Background: an optimization exercise with open tools, aiming at small area and a short achievable clock period. Do not read the settings as production practice.
Only simulation tests tie the RTL to the original design; equivalence was not proved.
Power figures rest on the tool's default switching activity, not on a simulated workload.

<file path="design.v">
`timescale 1ns / 100ps
module bf16_mul_tree (
    input  wire [6:0]  ma,
    input  wire [6:0]  mb,
    output wire [15:0] ps,
    output wire [15:0] pc
);
  wire t_1 = (ma[0] & mb[6]) ^ (ma[1] & mb[5]);
  wire t_2 = (ma[0] & mb[6]) & (ma[1] & mb[5]);
  wire t_3 = (ma[1] & mb[6]) ^ (ma[2] & mb[5]);
  wire t_4 = t_3 ^ (ma[3] & mb[4]);
  wire t_5 = ((ma[1] & mb[6]) & (ma[2] & mb[5])) | (t_3 & (ma[3] & mb[4]));
  wire t_6 = (ma[4] & mb[3]) ^ (ma[5] & mb[2]);
  wire t_7 = (ma[4] & mb[3]) & (ma[5] & mb[2]);
  wire t_8 = (ma[2] & mb[6]) ^ (ma[3] & mb[5]);
  wire t_9 = t_8 ^ (ma[4] & mb[4]);
  wire t_10 = ((ma[2] & mb[6]) & (ma[3] & mb[5])) | (t_8 & (ma[4] & mb[4]));
  wire t_11 = (ma[5] & mb[3]) ^ (ma[6] & mb[2]);
  wire t_12 = (ma[5] & mb[3]) & (ma[6] & mb[2]);
  wire t_13 = (ma[3] & mb[6]) ^ (ma[4] & mb[5]);
  wire t_14 = t_13 ^ (ma[5] & mb[4]);
  wire t_15 = ((ma[3] & mb[6]) & (ma[4] & mb[5])) | (t_13 & (ma[5] & mb[4]));
  wire t_16 = (ma[0] & mb[4]) ^ (ma[1] & mb[3]);
  wire t_17 = (ma[0] & mb[4]) & (ma[1] & mb[3]);
  wire t_18 = (ma[0] & mb[5]) ^ (ma[1] & mb[4]);
  wire t_19 = t_18 ^ (ma[2] & mb[3]);
  wire t_20 = ((ma[0] & mb[5]) & (ma[1] & mb[4])) | (t_18 & (ma[2] & mb[3]));
  wire t_21 = (ma[3] & mb[2]) ^ (ma[4] & mb[1]);
  wire t_22 = (ma[3] & mb[2]) & (ma[4] & mb[1]);
  wire t_23 = (ma[2] & mb[4]) ^ (ma[3] & mb[3]);
  wire t_24 = t_23 ^ (ma[4] & mb[2]);
  wire t_25 = ((ma[2] & mb[4]) & (ma[3] & mb[3])) | (t_23 & (ma[4] & mb[2]));
  wire t_26 = (ma[5] & mb[1]) ^ (ma[6] & mb[0]);
  wire t_27 = t_26 ^ t_1;
  wire t_28 = ((ma[5] & mb[1]) & (ma[6] & mb[0])) | (t_26 & t_1);
  wire t_29 = (ma[6] & mb[1]) ^ ma[0];
  wire t_30 = t_29 ^ mb[0];
  wire t_31 = ((ma[6] & mb[1]) & ma[0]) | (t_29 & mb[0]);
  wire t_32 = t_2 ^ t_4;
  wire t_33 = t_32 ^ t_6;
  wire t_34 = (t_2 & t_4) | (t_32 & t_6);
  wire t_35 = ma[1] ^ mb[1];
  wire t_36 = t_35 ^ t_5;
  wire t_37 = (ma[1] & mb[1]) | (t_35 & t_5);
  wire t_38 = t_7 ^ t_9;
  wire t_39 = t_38 ^ t_11;
  wire t_40 = (t_7 & t_9) | (t_38 & t_11);
  wire t_41 = (ma[6] & mb[3]) ^ ma[2];
  wire t_42 = t_41 ^ mb[2];
  wire t_43 = ((ma[6] & mb[3]) & ma[2]) | (t_41 & mb[2]);
  wire t_44 = t_10 ^ t_12;
  wire t_45 = t_44 ^ t_14;
  wire t_46 = (t_10 & t_12) | (t_44 & t_14);
  wire t_47 = (ma[4] & mb[6]) ^ (ma[5] & mb[5]);
  wire t_48 = t_47 ^ (ma[6] & mb[4]);
  wire t_49 = ((ma[4] & mb[6]) & (ma[5] & mb[5])) | (t_47 & (ma[6] & mb[4]));
  wire t_50 = ma[3] ^ mb[3];
  wire t_51 = t_50 ^ t_15;
  wire t_52 = (ma[3] & mb[3]) | (t_50 & t_15);
  wire t_53 = (ma[5] & mb[6]) ^ (ma[6] & mb[5]);
  wire t_54 = t_53 ^ ma[4];
  wire t_55 = ((ma[5] & mb[6]) & (ma[6] & mb[5])) | (t_53 & ma[4]);
  wire t_56 = (ma[0] & mb[3]) ^ (ma[1] & mb[2]);
  wire t_57 = (ma[0] & mb[3]) & (ma[1] & mb[2]);
  wire t_58 = (ma[2] & mb[2]) ^ (ma[3] & mb[1]);
  wire t_59 = t_58 ^ (ma[4] & mb[0]);
  wire t_60 = ((ma[2] & mb[2]) & (ma[3] & mb[1])) | (t_58 & (ma[4] & mb[0]));
  wire t_61 = (ma[5] & mb[0]) ^ t_17;
  wire t_62 = t_61 ^ t_19;
  wire t_63 = ((ma[5] & mb[0]) & t_17) | (t_61 & t_19);
  wire t_64 = t_20 ^ t_22;
  wire t_65 = t_64 ^ t_24;
  wire t_66 = (t_20 & t_22) | (t_64 & t_24);
  wire t_67 = t_25 ^ t_28;
  wire t_68 = t_67 ^ t_30;
  wire t_69 = (t_25 & t_28) | (t_67 & t_30);
  wire t_70 = t_31 ^ t_34;
  wire t_71 = t_70 ^ t_36;
  wire t_72 = (t_31 & t_34) | (t_70 & t_36);
  wire t_73 = t_37 ^ t_40;
  wire t_74 = t_73 ^ t_42;
  wire t_75 = (t_37 & t_40) | (t_73 & t_42);
  wire t_76 = t_43 ^ t_46;
  wire t_77 = t_76 ^ t_48;
  wire t_78 = (t_43 & t_46) | (t_76 & t_48);
  wire t_79 = mb[4] ^ t_49;
  wire t_80 = t_79 ^ t_52;
  wire t_81 = (mb[4] & t_49) | (t_79 & t_52);
  wire t_82 = (ma[6] & mb[6]) ^ ma[5];
  wire t_83 = t_82 ^ mb[5];
  wire t_84 = ((ma[6] & mb[6]) & ma[5]) | (t_82 & mb[5]);
  wire t_85 = (ma[0] & mb[2]) ^ (ma[1] & mb[1]);
  wire t_86 = (ma[0] & mb[2]) & (ma[1] & mb[1]);
  wire t_87 = (ma[2] & mb[1]) ^ (ma[3] & mb[0]);
  wire t_88 = t_87 ^ t_56;
  wire t_89 = ((ma[2] & mb[1]) & (ma[3] & mb[0])) | (t_87 & t_56);
  wire t_90 = t_16 ^ t_57;
  wire t_91 = t_90 ^ t_59;
  wire t_92 = (t_16 & t_57) | (t_90 & t_59);
  wire t_93 = t_21 ^ t_60;
  wire t_94 = t_93 ^ t_62;
  wire t_95 = (t_21 & t_60) | (t_93 & t_62);
  wire t_96 = t_27 ^ t_63;
  wire t_97 = t_96 ^ t_65;
  wire t_98 = (t_27 & t_63) | (t_96 & t_65);
  wire t_99 = t_33 ^ t_66;
  wire t_100 = t_99 ^ t_68;
  wire t_101 = (t_33 & t_66) | (t_99 & t_68);
  wire t_102 = t_39 ^ t_69;
  wire t_103 = t_102 ^ t_71;
  wire t_104 = (t_39 & t_69) | (t_102 & t_71);
  wire t_105 = t_45 ^ t_72;
  wire t_106 = t_105 ^ t_74;
  wire t_107 = (t_45 & t_72) | (t_105 & t_74);
  wire t_108 = t_51 ^ t_75;
  wire t_109 = t_108 ^ t_77;
  wire t_110 = (t_51 & t_75) | (t_108 & t_77);
  wire t_111 = t_54 ^ t_78;
  wire t_112 = t_111 ^ t_80;
  wire t_113 = (t_54 & t_78) | (t_111 & t_80);
  wire t_114 = t_55 ^ t_81;
  wire t_115 = t_114 ^ t_83;
  wire t_116 = (t_55 & t_81) | (t_114 & t_83);
  wire t_117 = ma[6] ^ mb[6];
  wire t_118 = t_117 ^ t_84;
  wire t_119 = (ma[6] & mb[6]) | (t_117 & t_84);
  assign ps = {1'b0, 1'b1, t_116, t_113, t_110, t_107, t_104, t_101, t_98, t_95, t_92, t_89, t_86, (ma[2] & mb[0]), (ma[0] & mb[1]), (ma[0] & mb[0])};
  assign pc = {1'b0, t_119, t_118, t_115, t_112, t_109, t_106, t_103, t_100, t_97, t_94, t_91, t_88, t_85, (ma[1] & mb[0]), 1'b0};
endmodule
module bf16_mul_cpa (
    input  wire [15:0] ps,
    input  wire [15:0] pc,
    output wire [15:0] p
);
  wire c_1 = ps[0] ^ pc[0];
  wire c_2 = ps[0] & pc[0];
  wire c_3 = ps[1] ^ pc[1];
  wire c_4 = ps[1] & pc[1];
  wire c_5 = ps[2] ^ pc[2];
  wire c_6 = ps[2] & pc[2];
  wire c_7 = ps[3] ^ pc[3];
  wire c_8 = ps[3] & pc[3];
  wire c_9 = ps[4] ^ pc[4];
  wire c_10 = ps[4] & pc[4];
  wire c_11 = ps[5] ^ pc[5];
  wire c_12 = ps[5] & pc[5];
  wire c_13 = ps[6] ^ pc[6];
  wire c_14 = ps[6] & pc[6];
  wire c_15 = ps[7] ^ pc[7];
  wire c_16 = ps[7] & pc[7];
  wire c_17 = ps[8] ^ pc[8];
  wire c_18 = ps[8] & pc[8];
  wire c_19 = ps[9] ^ pc[9];
  wire c_20 = ps[9] & pc[9];
  wire c_21 = ps[10] ^ pc[10];
  wire c_22 = ps[10] & pc[10];
  wire c_23 = ps[11] ^ pc[11];
  wire c_24 = ps[11] & pc[11];
  wire c_25 = ps[12] ^ pc[12];
  wire c_26 = ps[12] & pc[12];
  wire c_27 = ps[13] ^ pc[13];
  wire c_28 = ps[13] & pc[13];
  wire c_29 = ps[14] ^ pc[14];
  wire c_30 = ps[14] & pc[14];
  wire c_31 = ps[15] ^ pc[15];
  wire c_32 = ps[15] & pc[15];
  wire c_33 = c_4 | (c_3 & c_2);
  wire c_34 = c_3 & c_1;
  wire c_35 = c_8 | (c_7 & c_6);
  wire c_36 = c_7 & c_5;
  wire c_37 = c_12 | (c_11 & c_10);
  wire c_38 = c_11 & c_9;
  wire c_39 = c_16 | (c_15 & c_14);
  wire c_40 = c_15 & c_13;
  wire c_41 = c_20 | (c_19 & c_18);
  wire c_42 = c_19 & c_17;
  wire c_43 = c_24 | (c_23 & c_22);
  wire c_44 = c_23 & c_21;
  wire c_45 = c_28 | (c_27 & c_26);
  wire c_46 = c_27 & c_25;
  wire c_47 = c_32 | (c_31 & c_30);
  wire c_48 = c_31 & c_29;
  wire c_49 = c_6 | (c_5 & c_33);
  wire c_50 = c_5 & c_34;
  wire c_51 = c_35 | (c_36 & c_33);
  wire c_52 = c_36 & c_34;
  wire c_53 = c_14 | (c_13 & c_37);
  wire c_54 = c_13 & c_38;
  wire c_55 = c_39 | (c_40 & c_37);
  wire c_56 = c_40 & c_38;
  wire c_57 = c_22 | (c_21 & c_41);
  wire c_58 = c_21 & c_42;
  wire c_59 = c_43 | (c_44 & c_41);
  wire c_60 = c_44 & c_42;
  wire c_61 = c_30 | (c_29 & c_45);
  wire c_62 = c_29 & c_46;
  wire c_63 = c_47 | (c_48 & c_45);
  wire c_64 = c_48 & c_46;
  wire c_65 = c_10 | (c_9 & c_51);
  wire c_66 = c_9 & c_52;
  wire c_67 = c_37 | (c_38 & c_51);
  wire c_68 = c_38 & c_52;
  wire c_69 = c_53 | (c_54 & c_51);
  wire c_70 = c_54 & c_52;
  wire c_71 = c_55 | (c_56 & c_51);
  wire c_72 = c_56 & c_52;
  wire c_73 = c_26 | (c_25 & c_59);
  wire c_74 = c_25 & c_60;
  wire c_75 = c_45 | (c_46 & c_59);
  wire c_76 = c_46 & c_60;
  wire c_77 = c_61 | (c_62 & c_59);
  wire c_78 = c_62 & c_60;
  wire c_79 = c_63 | (c_64 & c_59);
  wire c_80 = c_64 & c_60;
  wire c_81 = c_18 | (c_17 & c_71);
  wire c_82 = c_17 & c_72;
  wire c_83 = c_41 | (c_42 & c_71);
  wire c_84 = c_42 & c_72;
  wire c_85 = c_57 | (c_58 & c_71);
  wire c_86 = c_58 & c_72;
  wire c_87 = c_59 | (c_60 & c_71);
  wire c_88 = c_60 & c_72;
  wire c_89 = c_73 | (c_74 & c_71);
  wire c_90 = c_74 & c_72;
  wire c_91 = c_75 | (c_76 & c_71);
  wire c_92 = c_76 & c_72;
  wire c_93 = c_77 | (c_78 & c_71);
  wire c_94 = c_78 & c_72;
  wire c_95 = c_79 | (c_80 & c_71);
  wire c_96 = c_80 & c_72;
  wire c_97 = c_3 ^ c_2;
  wire c_98 = c_5 ^ c_33;
  wire c_99 = c_7 ^ c_49;
  wire c_100 = c_9 ^ c_51;
  wire c_101 = c_11 ^ c_65;
  wire c_102 = c_13 ^ c_67;
  wire c_103 = c_15 ^ c_69;
  wire c_104 = c_17 ^ c_71;
  wire c_105 = c_19 ^ c_81;
  wire c_106 = c_21 ^ c_83;
  wire c_107 = c_23 ^ c_85;
  wire c_108 = c_25 ^ c_87;
  wire c_109 = c_27 ^ c_89;
  wire c_110 = c_29 ^ c_91;
  wire c_111 = c_31 ^ c_93;
  assign p = {c_111, c_110, c_109, c_108, c_107, c_106, c_105, c_104, c_103, c_102, c_101, c_100, c_99, c_98, c_97, c_1};
endmodule
module bf16_exp_diff (
    input  wire [7:0] ea,
    input  wire [7:0] eb,
    input  wire [7:0] ec,
    output wire [9:0] xm,
    output wire [9:0] xd,
    output wire [8:0] t
);
  wire e_1 = ea[0] ^ eb[0];
  wire e_2 = ea[0] & eb[0];
  wire e_3 = ea[1] ^ eb[1];
  wire e_4 = ea[1] & eb[1];
  wire e_5 = ea[2] ^ eb[2];
  wire e_6 = ea[2] & eb[2];
  wire e_7 = ea[3] ^ eb[3];
  wire e_8 = ea[3] & eb[3];
  wire e_9 = ea[4] ^ eb[4];
  wire e_10 = ea[4] & eb[4];
  wire e_11 = ea[5] ^ eb[5];
  wire e_12 = ea[5] & eb[5];
  wire e_13 = ea[6] ^ eb[6];
  wire e_14 = ea[6] & eb[6];
  wire e_15 = ea[7] ^ eb[7];
  wire e_16 = e_15 ^ ~ec[7];
  wire e_17 = (ea[7] & eb[7]) | (e_15 & ~ec[7]);
  wire e_18 = ~ec[0] ^ 1'b1;
  wire e_19 = ~ec[0] & 1'b1;
  wire e_20 = ~ec[1] ^ e_2;
  wire e_21 = e_20 ^ e_3;
  wire e_22 = (~ec[1] & e_2) | (e_20 & e_3);
  wire e_23 = ~ec[2] ^ e_4;
  wire e_24 = e_23 ^ e_5;
  wire e_25 = (~ec[2] & e_4) | (e_23 & e_5);
  wire e_26 = ~ec[3] ^ e_6;
  wire e_27 = e_26 ^ e_7;
  wire e_28 = (~ec[3] & e_6) | (e_26 & e_7);
  wire e_29 = ~ec[4] ^ e_8;
  wire e_30 = e_29 ^ e_9;
  wire e_31 = (~ec[4] & e_8) | (e_29 & e_9);
  wire e_32 = ~ec[5] ^ e_10;
  wire e_33 = e_32 ^ e_11;
  wire e_34 = (~ec[5] & e_10) | (e_32 & e_11);
  wire e_35 = ~ec[6] ^ e_12;
  wire e_36 = e_35 ^ e_13;
  wire e_37 = (~ec[6] & e_12) | (e_35 & e_13);
  wire e_38 = 1'b1 ^ e_14;
  wire e_39 = e_38 ^ e_16;
  wire e_40 = (1'b1 & e_14) | (e_38 & e_16);
  wire e_41 = e_1 ^ e_18;
  wire e_42 = e_1 & e_18;
  wire e_43 = e_19 ^ e_21;
  wire e_44 = e_19 & e_21;
  wire e_45 = e_22 ^ e_24;
  wire e_46 = e_22 & e_24;
  wire e_47 = e_25 ^ e_27;
  wire e_48 = e_25 & e_27;
  wire e_49 = e_28 ^ e_30;
  wire e_50 = e_28 & e_30;
  wire e_51 = e_31 ^ e_33;
  wire e_52 = e_31 & e_33;
  wire e_53 = e_34 ^ e_36;
  wire e_54 = e_34 & e_36;
  wire e_55 = e_37 ^ e_39;
  wire e_56 = e_37 & e_39;
  wire e_57 = e_17 ^ e_40;
  wire e_58 = e_17 & e_40;
  wire e_59 = 1'b1 ^ 1'b0;
  wire e_60 = 1'b1 & 1'b0;
  wire e_61 = e_44 | (e_43 & e_42);
  wire e_62 = e_43 & e_41;
  wire e_63 = e_48 | (e_47 & e_46);
  wire e_64 = e_47 & e_45;
  wire e_65 = e_52 | (e_51 & e_50);
  wire e_66 = e_51 & e_49;
  wire e_67 = e_56 | (e_55 & e_54);
  wire e_68 = e_55 & e_53;
  wire e_69 = e_60 | (e_59 & e_58);
  wire e_70 = e_59 & e_57;
  wire e_71 = e_46 | (e_45 & e_61);
  wire e_72 = e_45 & e_62;
  wire e_73 = e_63 | (e_64 & e_61);
  wire e_74 = e_64 & e_62;
  wire e_75 = e_54 | (e_53 & e_65);
  wire e_76 = e_53 & e_66;
  wire e_77 = e_67 | (e_68 & e_65);
  wire e_78 = e_68 & e_66;
  wire e_79 = e_50 | (e_49 & e_73);
  wire e_80 = e_49 & e_74;
  wire e_81 = e_65 | (e_66 & e_73);
  wire e_82 = e_66 & e_74;
  wire e_83 = e_75 | (e_76 & e_73);
  wire e_84 = e_76 & e_74;
  wire e_85 = e_77 | (e_78 & e_73);
  wire e_86 = e_78 & e_74;
  wire e_87 = e_58 | (e_57 & e_85);
  wire e_88 = e_57 & e_86;
  wire e_89 = e_69 | (e_70 & e_85);
  wire e_90 = e_70 & e_86;
  wire e_91 = ~e_41;
  wire e_92 = e_43 ^ e_42;
  wire e_93 = e_43 ^ (e_42 | e_41);
  wire e_94 = e_45 ^ e_61;
  wire e_95 = e_45 ^ (e_61 | e_62);
  wire e_96 = e_47 ^ e_71;
  wire e_97 = e_47 ^ (e_71 | e_72);
  wire e_98 = e_49 ^ e_73;
  wire e_99 = e_49 ^ (e_73 | e_74);
  wire e_100 = e_51 ^ e_79;
  wire e_101 = e_51 ^ (e_79 | e_80);
  wire e_102 = e_53 ^ e_81;
  wire e_103 = e_53 ^ (e_81 | e_82);
  wire e_104 = e_55 ^ e_83;
  wire e_105 = e_55 ^ (e_83 | e_84);
  wire e_106 = e_57 ^ e_85;
  wire e_107 = e_57 ^ (e_85 | e_86);
  wire e_108 = e_59 ^ e_87;
  wire e_109 = e_59 ^ (e_87 | e_88);
  wire e_110 = e_89 | e_90;
  wire e_111 = ea[0] ^ eb[0];
  wire e_112 = ea[0] & eb[0];
  wire e_113 = ea[1] ^ eb[1];
  wire e_114 = ea[1] & eb[1];
  wire e_115 = ea[2] ^ eb[2];
  wire e_116 = ea[2] & eb[2];
  wire e_117 = ea[3] ^ eb[3];
  wire e_118 = ea[3] & eb[3];
  wire e_119 = ea[4] ^ eb[4];
  wire e_120 = ea[4] & eb[4];
  wire e_121 = ea[5] ^ eb[5];
  wire e_122 = ea[5] & eb[5];
  wire e_123 = ea[6] ^ eb[6];
  wire e_124 = ea[6] & eb[6];
  wire e_125 = ea[7] ^ eb[7];
  wire e_126 = ea[7] & eb[7];
  wire e_127 = e_112 | (e_111 & 1'b1);
  wire e_128 = e_114 | (e_113 & e_127);
  wire e_129 = e_113 & e_111;
  wire e_130 = e_118 | (e_117 & e_116);
  wire e_131 = e_117 & e_115;
  wire e_132 = e_122 | (e_121 & e_120);
  wire e_133 = e_121 & e_119;
  wire e_134 = e_126 | (e_125 & e_124);
  wire e_135 = e_125 & e_123;
  wire e_136 = e_116 | (e_115 & e_128);
  wire e_137 = e_115 & e_129;
  wire e_138 = e_130 | (e_131 & e_128);
  wire e_139 = e_131 & e_129;
  wire e_140 = e_124 | (e_123 & e_132);
  wire e_141 = e_123 & e_133;
  wire e_142 = e_134 | (e_135 & e_132);
  wire e_143 = e_135 & e_133;
  wire e_144 = e_120 | (e_119 & e_138);
  wire e_145 = e_119 & e_139;
  wire e_146 = e_132 | (e_133 & e_138);
  wire e_147 = e_133 & e_139;
  wire e_148 = e_140 | (e_141 & e_138);
  wire e_149 = e_141 & e_139;
  wire e_150 = e_142 | (e_143 & e_138);
  wire e_151 = e_143 & e_139;
  wire e_152 = e_111 ^ 1'b1;
  wire e_153 = e_113 ^ e_127;
  wire e_154 = e_115 ^ e_128;
  wire e_155 = e_117 ^ e_136;
  wire e_156 = e_119 ^ e_138;
  wire e_157 = e_121 ^ e_144;
  wire e_158 = e_123 ^ e_146;
  wire e_159 = e_125 ^ e_148;
  assign xm = {e_108, e_106, e_104, e_102, e_100, e_98, e_96, e_94, e_92, e_41};
  assign xd = {e_109, e_107, e_105, e_103, e_101, e_99, e_97, e_95, e_93, e_91};
  assign t = {e_150, e_159, e_158, e_157, e_156, e_155, e_154, e_153, e_152};
endmodule
module bf16_addsub (
    input  wire [15:0] x,
    input  wire [15:0] yb,
    output wire [15:0] s0,
    output wire [15:0] s1,
    output wire        c0
);
  wire a_1 = x[0] ^ yb[0];
  wire a_2 = x[0] & yb[0];
  wire a_3 = x[1] ^ yb[1];
  wire a_4 = x[1] & yb[1];
  wire a_5 = x[2] ^ yb[2];
  wire a_6 = x[2] & yb[2];
  wire a_7 = x[3] ^ yb[3];
  wire a_8 = x[3] & yb[3];
  wire a_9 = x[4] ^ yb[4];
  wire a_10 = x[4] & yb[4];
  wire a_11 = x[5] ^ yb[5];
  wire a_12 = x[5] & yb[5];
  wire a_13 = x[6] ^ yb[6];
  wire a_14 = x[6] & yb[6];
  wire a_15 = x[7] ^ yb[7];
  wire a_16 = x[7] & yb[7];
  wire a_17 = x[8] ^ yb[8];
  wire a_18 = x[8] & yb[8];
  wire a_19 = x[9] ^ yb[9];
  wire a_20 = x[9] & yb[9];
  wire a_21 = x[10] ^ yb[10];
  wire a_22 = x[10] & yb[10];
  wire a_23 = x[11] ^ yb[11];
  wire a_24 = x[11] & yb[11];
  wire a_25 = x[12] ^ yb[12];
  wire a_26 = x[12] & yb[12];
  wire a_27 = x[13] ^ yb[13];
  wire a_28 = x[13] & yb[13];
  wire a_29 = x[14] ^ yb[14];
  wire a_30 = x[14] & yb[14];
  wire a_31 = x[15] ^ yb[15];
  wire a_32 = x[15] & yb[15];
  wire a_33 = a_4 | (a_3 & a_2);
  wire a_34 = a_3 & a_1;
  wire a_35 = a_8 | (a_7 & a_6);
  wire a_36 = a_7 & a_5;
  wire a_37 = a_12 | (a_11 & a_10);
  wire a_38 = a_11 & a_9;
  wire a_39 = a_16 | (a_15 & a_14);
  wire a_40 = a_15 & a_13;
  wire a_41 = a_20 | (a_19 & a_18);
  wire a_42 = a_19 & a_17;
  wire a_43 = a_24 | (a_23 & a_22);
  wire a_44 = a_23 & a_21;
  wire a_45 = a_28 | (a_27 & a_26);
  wire a_46 = a_27 & a_25;
  wire a_47 = a_32 | (a_31 & a_30);
  wire a_48 = a_31 & a_29;
  wire a_49 = a_6 | (a_5 & a_33);
  wire a_50 = a_5 & a_34;
  wire a_51 = a_35 | (a_36 & a_33);
  wire a_52 = a_36 & a_34;
  wire a_53 = a_14 | (a_13 & a_37);
  wire a_54 = a_13 & a_38;
  wire a_55 = a_39 | (a_40 & a_37);
  wire a_56 = a_40 & a_38;
  wire a_57 = a_22 | (a_21 & a_41);
  wire a_58 = a_21 & a_42;
  wire a_59 = a_43 | (a_44 & a_41);
  wire a_60 = a_44 & a_42;
  wire a_61 = a_30 | (a_29 & a_45);
  wire a_62 = a_29 & a_46;
  wire a_63 = a_47 | (a_48 & a_45);
  wire a_64 = a_48 & a_46;
  wire a_65 = a_10 | (a_9 & a_51);
  wire a_66 = a_9 & a_52;
  wire a_67 = a_37 | (a_38 & a_51);
  wire a_68 = a_38 & a_52;
  wire a_69 = a_53 | (a_54 & a_51);
  wire a_70 = a_54 & a_52;
  wire a_71 = a_55 | (a_56 & a_51);
  wire a_72 = a_56 & a_52;
  wire a_73 = a_26 | (a_25 & a_59);
  wire a_74 = a_25 & a_60;
  wire a_75 = a_45 | (a_46 & a_59);
  wire a_76 = a_46 & a_60;
  wire a_77 = a_61 | (a_62 & a_59);
  wire a_78 = a_62 & a_60;
  wire a_79 = a_63 | (a_64 & a_59);
  wire a_80 = a_64 & a_60;
  wire a_81 = a_18 | (a_17 & a_71);
  wire a_82 = a_17 & a_72;
  wire a_83 = a_41 | (a_42 & a_71);
  wire a_84 = a_42 & a_72;
  wire a_85 = a_57 | (a_58 & a_71);
  wire a_86 = a_58 & a_72;
  wire a_87 = a_59 | (a_60 & a_71);
  wire a_88 = a_60 & a_72;
  wire a_89 = a_73 | (a_74 & a_71);
  wire a_90 = a_74 & a_72;
  wire a_91 = a_75 | (a_76 & a_71);
  wire a_92 = a_76 & a_72;
  wire a_93 = a_77 | (a_78 & a_71);
  wire a_94 = a_78 & a_72;
  wire a_95 = a_79 | (a_80 & a_71);
  wire a_96 = a_80 & a_72;
  wire a_97 = ~a_1;
  wire a_98 = a_3 ^ a_2;
  wire a_99 = a_3 ^ (a_2 | a_1);
  wire a_100 = a_5 ^ a_33;
  wire a_101 = a_5 ^ (a_33 | a_34);
  wire a_102 = a_7 ^ a_49;
  wire a_103 = a_7 ^ (a_49 | a_50);
  wire a_104 = a_9 ^ a_51;
  wire a_105 = a_9 ^ (a_51 | a_52);
  wire a_106 = a_11 ^ a_65;
  wire a_107 = a_11 ^ (a_65 | a_66);
  wire a_108 = a_13 ^ a_67;
  wire a_109 = a_13 ^ (a_67 | a_68);
  wire a_110 = a_15 ^ a_69;
  wire a_111 = a_15 ^ (a_69 | a_70);
  wire a_112 = a_17 ^ a_71;
  wire a_113 = a_17 ^ (a_71 | a_72);
  wire a_114 = a_19 ^ a_81;
  wire a_115 = a_19 ^ (a_81 | a_82);
  wire a_116 = a_21 ^ a_83;
  wire a_117 = a_21 ^ (a_83 | a_84);
  wire a_118 = a_23 ^ a_85;
  wire a_119 = a_23 ^ (a_85 | a_86);
  wire a_120 = a_25 ^ a_87;
  wire a_121 = a_25 ^ (a_87 | a_88);
  wire a_122 = a_27 ^ a_89;
  wire a_123 = a_27 ^ (a_89 | a_90);
  wire a_124 = a_29 ^ a_91;
  wire a_125 = a_29 ^ (a_91 | a_92);
  wire a_126 = a_31 ^ a_93;
  wire a_127 = a_31 ^ (a_93 | a_94);
  wire a_128 = a_95 | a_96;
  assign s0 = {a_126, a_124, a_122, a_120, a_118, a_116, a_114, a_112, a_110, a_108, a_106, a_104, a_102, a_100, a_98, a_1};
  assign s1 = {a_127, a_125, a_123, a_121, a_119, a_117, a_115, a_113, a_111, a_109, a_107, a_105, a_103, a_101, a_99, a_97};
  assign c0 = a_95;
endmodule
module bf16_mac_lane (
    input  wire        clk,
    input  wire [15:0] a,
    input  wire [15:0] b,
    input  wire [15:0] c,
    input  wire        relu1,     
    output wire [15:0] d
);
    wire [15:0] ps0, pc0;
    bf16_mul_tree u_tree (.ma(a[6:0]), .mb(b[6:0]), .ps(ps0), .pc(pc0));
    wire [9:0] xm, xd;
    wire [8:0] t;
    bf16_exp_diff u_exp (.ea(a[14:7]), .eb(b[14:7]), .ec(c[14:7]), .xm(xm), .xd(xd), .t(t));
    wire       wrap = (t[8:7] == 2'b00);           
    wire       gt0  = wrap | ~xm[9];               
    wire [8:0] dd   = gt0 ? xd[8:0] : ~xm[8:0];    
    wire       big0 = wrap | (dd[8:4] != 5'd0);    
    reg [15:0] r0_ps, r0_pc;
    reg  [6:0] r0_mc;
    reg  [3:0] r0_sh;
    reg        r0_big, r0_gt;
    reg  [7:0] r0_e;
    reg        r0_sp, r0_sc;
    always @(posedge clk) begin
        r0_ps  <= ps0;
        r0_pc  <= pc0;
        r0_mc  <= c[6:0];
        r0_sh  <= dd[3:0];
        r0_big <= big0;
        r0_gt  <= gt0;
        r0_e   <= gt0 ? {~t[7], t[6:0]} : c[14:7];
        r0_sp  <= a[15] ^ b[15];
        r0_sc  <= c[15];
    end
    wire [15:0] prod;
    bf16_mul_cpa u_cpa (.ps(r0_ps), .pc(r0_pc), .p(prod));
    wire [15:0] cm  = {1'b1, r0_mc, 8'b0};
    wire [15:0] x1  = r0_gt ? prod : (r0_big ? 16'd0 : (prod >> r0_sh));
    wire [15:0] y1  = r0_gt ? (r0_big ? 16'd0 : (cm >> r0_sh)) : cm;
    wire        sub1 = r0_sp ^ r0_sc;
    reg [15:0] r1_x, r1_yb;
    reg  [7:0] r1_e;
    reg        r1_sp, r1_sc, r1_sub;
    always @(posedge clk) begin
        r1_x   <= x1;
        r1_yb  <= sub1 ? ~y1 : y1;
        r1_e   <= r0_e;
        r1_sp  <= r0_sp;
        r1_sc  <= r0_sc;
        r1_sub <= sub1;
    end
    wire [15:0] s0, s1;
    wire        c0;
    bf16_addsub u_add (.x(r1_x), .yb(r1_yb), .s0(s0), .s1(s1), .c0(c0));
    wire [16:0] sum = ~r1_sub ? {c0, s0} : (c0 ? {1'b0, s1} : {1'b0, ~s0});
    wire        sg2 = (r1_sub & ~c0) ? r1_sc : r1_sp;
    reg [4:0] lz;
    integer i;
    always @(*) begin
        lz = 5'd16;
        for (i = 0; i < 17; i = i + 1)
            if (sum[i]) lz = 16 - i;
    end
    wire zero2 = (sum == 17'd0);
    reg [15:0] r2_s;
    reg  [4:0] r2_lz;
    reg  [7:0] r2_e;
    reg        r2_sg, r2_kill;
    always @(posedge clk) begin
        r2_s    <= sum[15:0];
        r2_lz   <= lz;
        r2_e    <= r1_e;
        r2_sg   <= sg2;
        r2_kill <= zero2 | (relu1 & sg2);
    end
    wire [15:0] nm = r2_s << r2_lz;
    wire  [7:0] ne = r2_e - {3'b0, r2_lz};
    assign d = r2_kill ? 16'd0 : {r2_sg, ne, nm[15:9]};
endmodule
module tensor_unit_64bit (
    input  wire        clk,
    input  wire        rst_n,
    input  wire        en,
    input  wire [63:0] vector_a,
    input  wire [63:0] vector_b,
    input  wire [63:0] vector_c,
    input  wire        do_relu,
    output wire [63:0] vector_out,
    output wire        valid_out
);
    reg v0, v1, v2;
    always @(posedge clk or negedge rst_n) begin
        if (!rst_n) begin
            v0 <= 1'b0;
            v1 <= 1'b0;
            v2 <= 1'b0;
        end else begin
            v0 <= en;
            v1 <= v0;
            v2 <= v1;
        end
    end
    assign valid_out = v2;
    reg relu0, relu1;
    always @(posedge clk) begin
        relu0 <= do_relu;
        relu1 <= relu0;
    end
    genvar g;
    generate
        for (g = 0; g < 4; g = g + 1) begin : lane
            bf16_mac_lane u (
                .clk(clk), .relu1(relu1),
                .a(vector_a[16*g +: 16]), .b(vector_b[16*g +: 16]), .c(vector_c[16*g +: 16]),
                .d(vector_out[16*g +: 16])
            );
        end
    endgenerate
endmodule
</file>
<file path="run.sh">
#!/bin/bash
# synth_recipe.tcl (not shown) runs the flow's synth.tcl, then flattens the netlist and writes it again
# the make line also repeats each setting of config.mk as NAME=value (left out here)
make -C /OpenROAD-flow-scripts/flow DESIGN_CONFIG=/design/flow/config.mk WORK_HOME=/design/flow/orfs CLKGATE_MAP_FILE= SYNTH_SCRIPT=/design/flow/synth_recipe.tcl finish
</file>
<file path="config.mk">
export PLATFORM = sky130hd
export DESIGN_NAME = tensor_unit_64bit
export DESIGN_NICKNAME = tensor_unit_64bit
export VERILOG_FILES = /design/flow/design.v
export SDC_FILE = /design/flow/constraint.sdc
export NUM_CORES = 4
export LEC_CHECK = 0
export CAP_MARGIN = 20
export CORE_MARGIN = 2
export CORE_UTILIZATION = 40
export SETUP_SLACK_MARGIN = 2.8
export SLEW_MARGIN = 20
</file>
<file path="constraint.sdc">
create_clock -name core_clock -period 7.0 [get_ports {clk}]
set_input_delay 1.4000 -clock core_clock [delete_from_list [all_inputs] [get_ports {clk}]]
set_output_delay 1.4000 -clock core_clock [all_outputs]
set_load 0.01 [all_outputs]
</file>
==> impl_metrics.yaml <==
synthesis:
  syn_inst: 4164
  synthTopCellsByArea: "dfxtp_1, fa_1, ha_1, inv_1, xnor2_1"
  synthMuxAreaShare: 0.0689
  yosysMostFrequentCell: "dfxtp_1"
  yosysTopAreaCell: "dfxtp_1"
  synth-compound-area-share: 0.169
  yosys.area.top_type_share: 0.273
  synth_top_family_by_area: "adder cells"
  synth_edf_count: 0
  ys_seq_elements: 505
  async_reset_ff_frac: 0.00594
  synth-xor-area-share: 0.0578
  avgSynthCellArea_um2: 8.84
  synthAdderAreaFrac: 0.212
  ys_types: 102
  synth_commonest_cells: "dfxtp_1, inv_1, nand2_1"
  ys.flop_type: "dfxtp_1"
  ys_seq_area_frac: 0.275
  yosys_warnings: 2
  synth-simple-area-share: 0.149
  synthesis.nets: 4848
  netlist_area_um2: 36800
worst_hold_path:
  min_path_type: "reg -> reg"
  min_path_cells: 0
clocking:
  clockBufferDepth: 3
  clk_latency_ns: 0.63
  cts.sinks: 505
  cts_tree: "done"
  htreeDepth: 2
  cts_buffers: 58
  clk_pin_slew_ns: 0.06
  hold_buffers: 0
  root_buffer: "clkbuf_16"
setup_path:
  crit_chain: "clkdlybuf4s50_1, inv_1, fa_2, ha_4, a21o_1, a21oi_2, inv_1, a21o_1, a21oi_2, buf_4, buf_4, buf_4, o21ai_0, a21oi_1, a21boi_1, o41ai_2, o311ai_1"
  cp-endpoint: "lane[3].u.r0_big"
  crit_top_cell: "buf_4"
  r2r_start: "lane[3].u.r1_yb[0]"
  critical_path_peak_fanout: 3
  reg2reg_depth: 14
  critPathSlowestCell: "fa_2"
  worstSetupEndpointType: "register"
  critPathLaunchType: "primary input"
  slowest_delay_ns: 0.62
  worstSetupPathType: "in -> reg"
  required_ns: 7.49
  worst_ep_arrival_time_ns: 4.71
  cp-startpoint: "vector_c[57]"
  r2r_slack_ns: 3.06
  rr_endpoint: "lane[3].u.r2_lz[0]"
grt:
  grt_max_degree: 51
  antenna_found_initial: 1
  grt_pass1_vias: 29100
  grt_pass1_wl_um: 149000
  overflow: 0
  track_usage: 0.188
final_layout:
  multi_input_comb_area_um2: 24800
  ff_latch_area_um2: 10200
  area_delta_synth_final_pct: 18.4
  layout-drive-gt1-share: 0.107
  stdcell_count: 5657
  final_nets: 5104
  nFillCells: 8734
sta:
  fin_setup_tns_ns: 0
  layout_min_cycle_time_ns: 4.22
  period_share: 0.602
  skew_ns: 0.0289
  finalSetupViolations: 0
  slew_violations: 0
  fmax_mhz: 237
  relSlewSlack: 0.364
  hold_viol: 0
  rsz0062_at_grt: "yes"
  worst_pin_slew_ns: 0.952
route:
  top_layer: "met4"
  wl_um: 89700
  wl_met2_um: 43300
  drtAntennaViolNets: 0
  drtPass1Iterations: 8
  drtIter0Drc: 1566
  vias: 29600
  dr_wl_met3_um: 3580
  wl_per_cell_um: 15.9
  vias_per_cell: 5.24
  drc: 0
  wl_met1_um: 41200
die:
  core_um2: 91400
  io_pins: 261
  die-area_um2: 94500
  die_y_um: 307
  row_count: 111
  dieWidth_um: 307
  initial_core_util: 0.403
place:
  gp_congestion: 0.894
  port_buffers: 260
  place_hpwl_um: 69400
  dp_cells: 5482
power:
  power_density_nw_per_um2: 458
  irDropWorstVdd_v: 0.000217
  power.leakage_uw: 0.0191
run:
  cap_violations: 0
outcome:
  status: "timing/DRC/antenna clean"
## state kept, by name, summed over array words and instances (netlist names), 16 cells and up
register / flops
lane.u.r1_yb: 64
lane.u.r2_s: 64
lane.u.r2_lz: 20
lane.u.r0_ps: 56
lane.u.r1_e: 32
lane.u.r0_mc: 28
lane.u.r0_sh: 16
lane.u.r0_e: 32
lane.u.r1_x: 64
lane.u.r2_e: 32
lane.u.r0_pc: 56
## worst min-delay path by stage
stage,to,slack (ns),start
floorplan,lane[0].u.r1_e[0],0.31,lane[0].u.r0_e[0]
global placement,lane[1].u.r2_e[4],0.31,lane[1].u.r1_e[4]
detailed placement,lane[2].u.r2_e[5],0.31,lane[2].u.r1_e[5]
CTS,lane[0].u.r1_e[7],0.33,lane[0].u.r0_e[7]
global route,lane[0].u.r1_e[7],0.33,lane[0].u.r0_e[7]
finish,lane[0].u.r2_e[1],0.32,lane[0].u.r1_e[1]
## what timing repair did
action | CTS | global route
setup endpoints to repair | 106 | 46
gates cloned | 4 | 1
pin swaps | 65 | 56
buffers inserted | 46 | 13
gates resized for setup | 168 | 75
## through the flow
| step | utilization | hold WS, ns | instance area (um^2) | total power (uW) | worst slack, ns |
|---|---|---|---|---|---|
| 6_report | 0.477 | 0.320 | 43600 | 20000 | 2.78 |
| 5_1_grt | 0.477 | 0.327 | 43600 | 21700 | 2.62 |
| 4_1_cts | 0.474 | 0.325 | 43300 | 20000 | 2.72 |
| 3_5_place_dp | 0.445 | 0.312 | 40600 | 16500 | 1.74 |
| 3_3_place_gp | 0.445 | 0.310 | 40600 | 16500 | 1.80 |
| 2_1_floorplan | - | 0.310 | 37100 | 13300 | 2.52 |
## metal layers
| layer | up-vias | global-route usage |
|---|---|---|
| li1 | 14800 | - |
| met1 | 14100 | 0.253 |
| met2 | 587 | 0.322 |
| met3 | 113 | 0.0226 |
| met4 | 0 | 0.0440 |
| met5 | - | 0 |
## area by class of cell
class                      instances  share of cell area
antenna                            1           0.0000574
sequential                       505               0.233
tap                             1186              0.0340
timing repair buffer             346              0.0740
clock inverter                    34             0.00841
inverter                         506              0.0440
multi-input combinational       3003               0.569
clock buffer                      76              0.0369
## placed cells by master (no fill, tap or decap), types with 74 or more instances in the layout
cell / Yosys / routed
a21o_1: 76 / 76
a21oi_1: 229 / 210
and2_1: 156 / 156
buf_4: 1 / 74
clkdlybuf4s50_1: 0 / 197
dfxtp_1: 502 / 486
fa_1: 228 / 211
ha_1: 260 / 235
inv_1: 491 / 478
mux2i_1: 113 / 112
nand2_1: 328 / 326
nand3_1: 82 / 81
nor2_1: 292 / 291
o21ai_0: 169 / 144
xnor2_1: 176 / 176
## power by group
| group | internal, uW | leakage [uW] | total (uW) | switching (uW) |
|---|---|---|---|---|
| logic | 5440 | 0.0139 | 12400 | 6990 |
| clock network | 1820 | 0.000935 | 3090 | 1270 |
| registers | 3870 | 0.00426 | 4460 | 587 |
## critical path, delay by kind of cell
kind | cells | cell delay, ns
adder cells (fa/ha/maj) | 2 | 0.85
buffers and inverters | 6 | 0.93
AO/OA/AOI/OAI | 9 | 1.53
## cells by family (layout without fill, tap and decap cells)
family                   count (synthesis)  in the layout
AO/OA/AOI/OAI                          932            933
XOR/XNOR                               243            243
adder cells (fa/ha/maj)                488            488
buffers and inverters                  658            962
flip-flops                             505            505
multiplexers                           197            197
other                                    0              1
AND/OR/NAND/NOR                       1141           1142

[separate check: timing with driven ports]
Ports are ideal in the flow. The routed layout listed here was re-timed in OpenROAD. Step 1, drivers: a clkbuf_16 drives clk and a buf_2 each remaining input, both assumed. Step 2, shift: input delay + t, output delay - t, t = (earliest + latest rising clock arrival at the registers) / 2. This alone moves slack from input paths to output paths. a / b / c = ideal / step 1 / step 2; a / b = the first two.
shift t [ns]: 0.680
slack for setup (ns): 2.784 / 2.802 / 2.141
worst slew at a driven data input, ns: 0.08
cell pins on the clock port's net: 1
After both steps setup and hold are still met in this run. For this run, drivers alone change the setup slack by +0.018 ns; drivers and shift together by -0.643 ns.
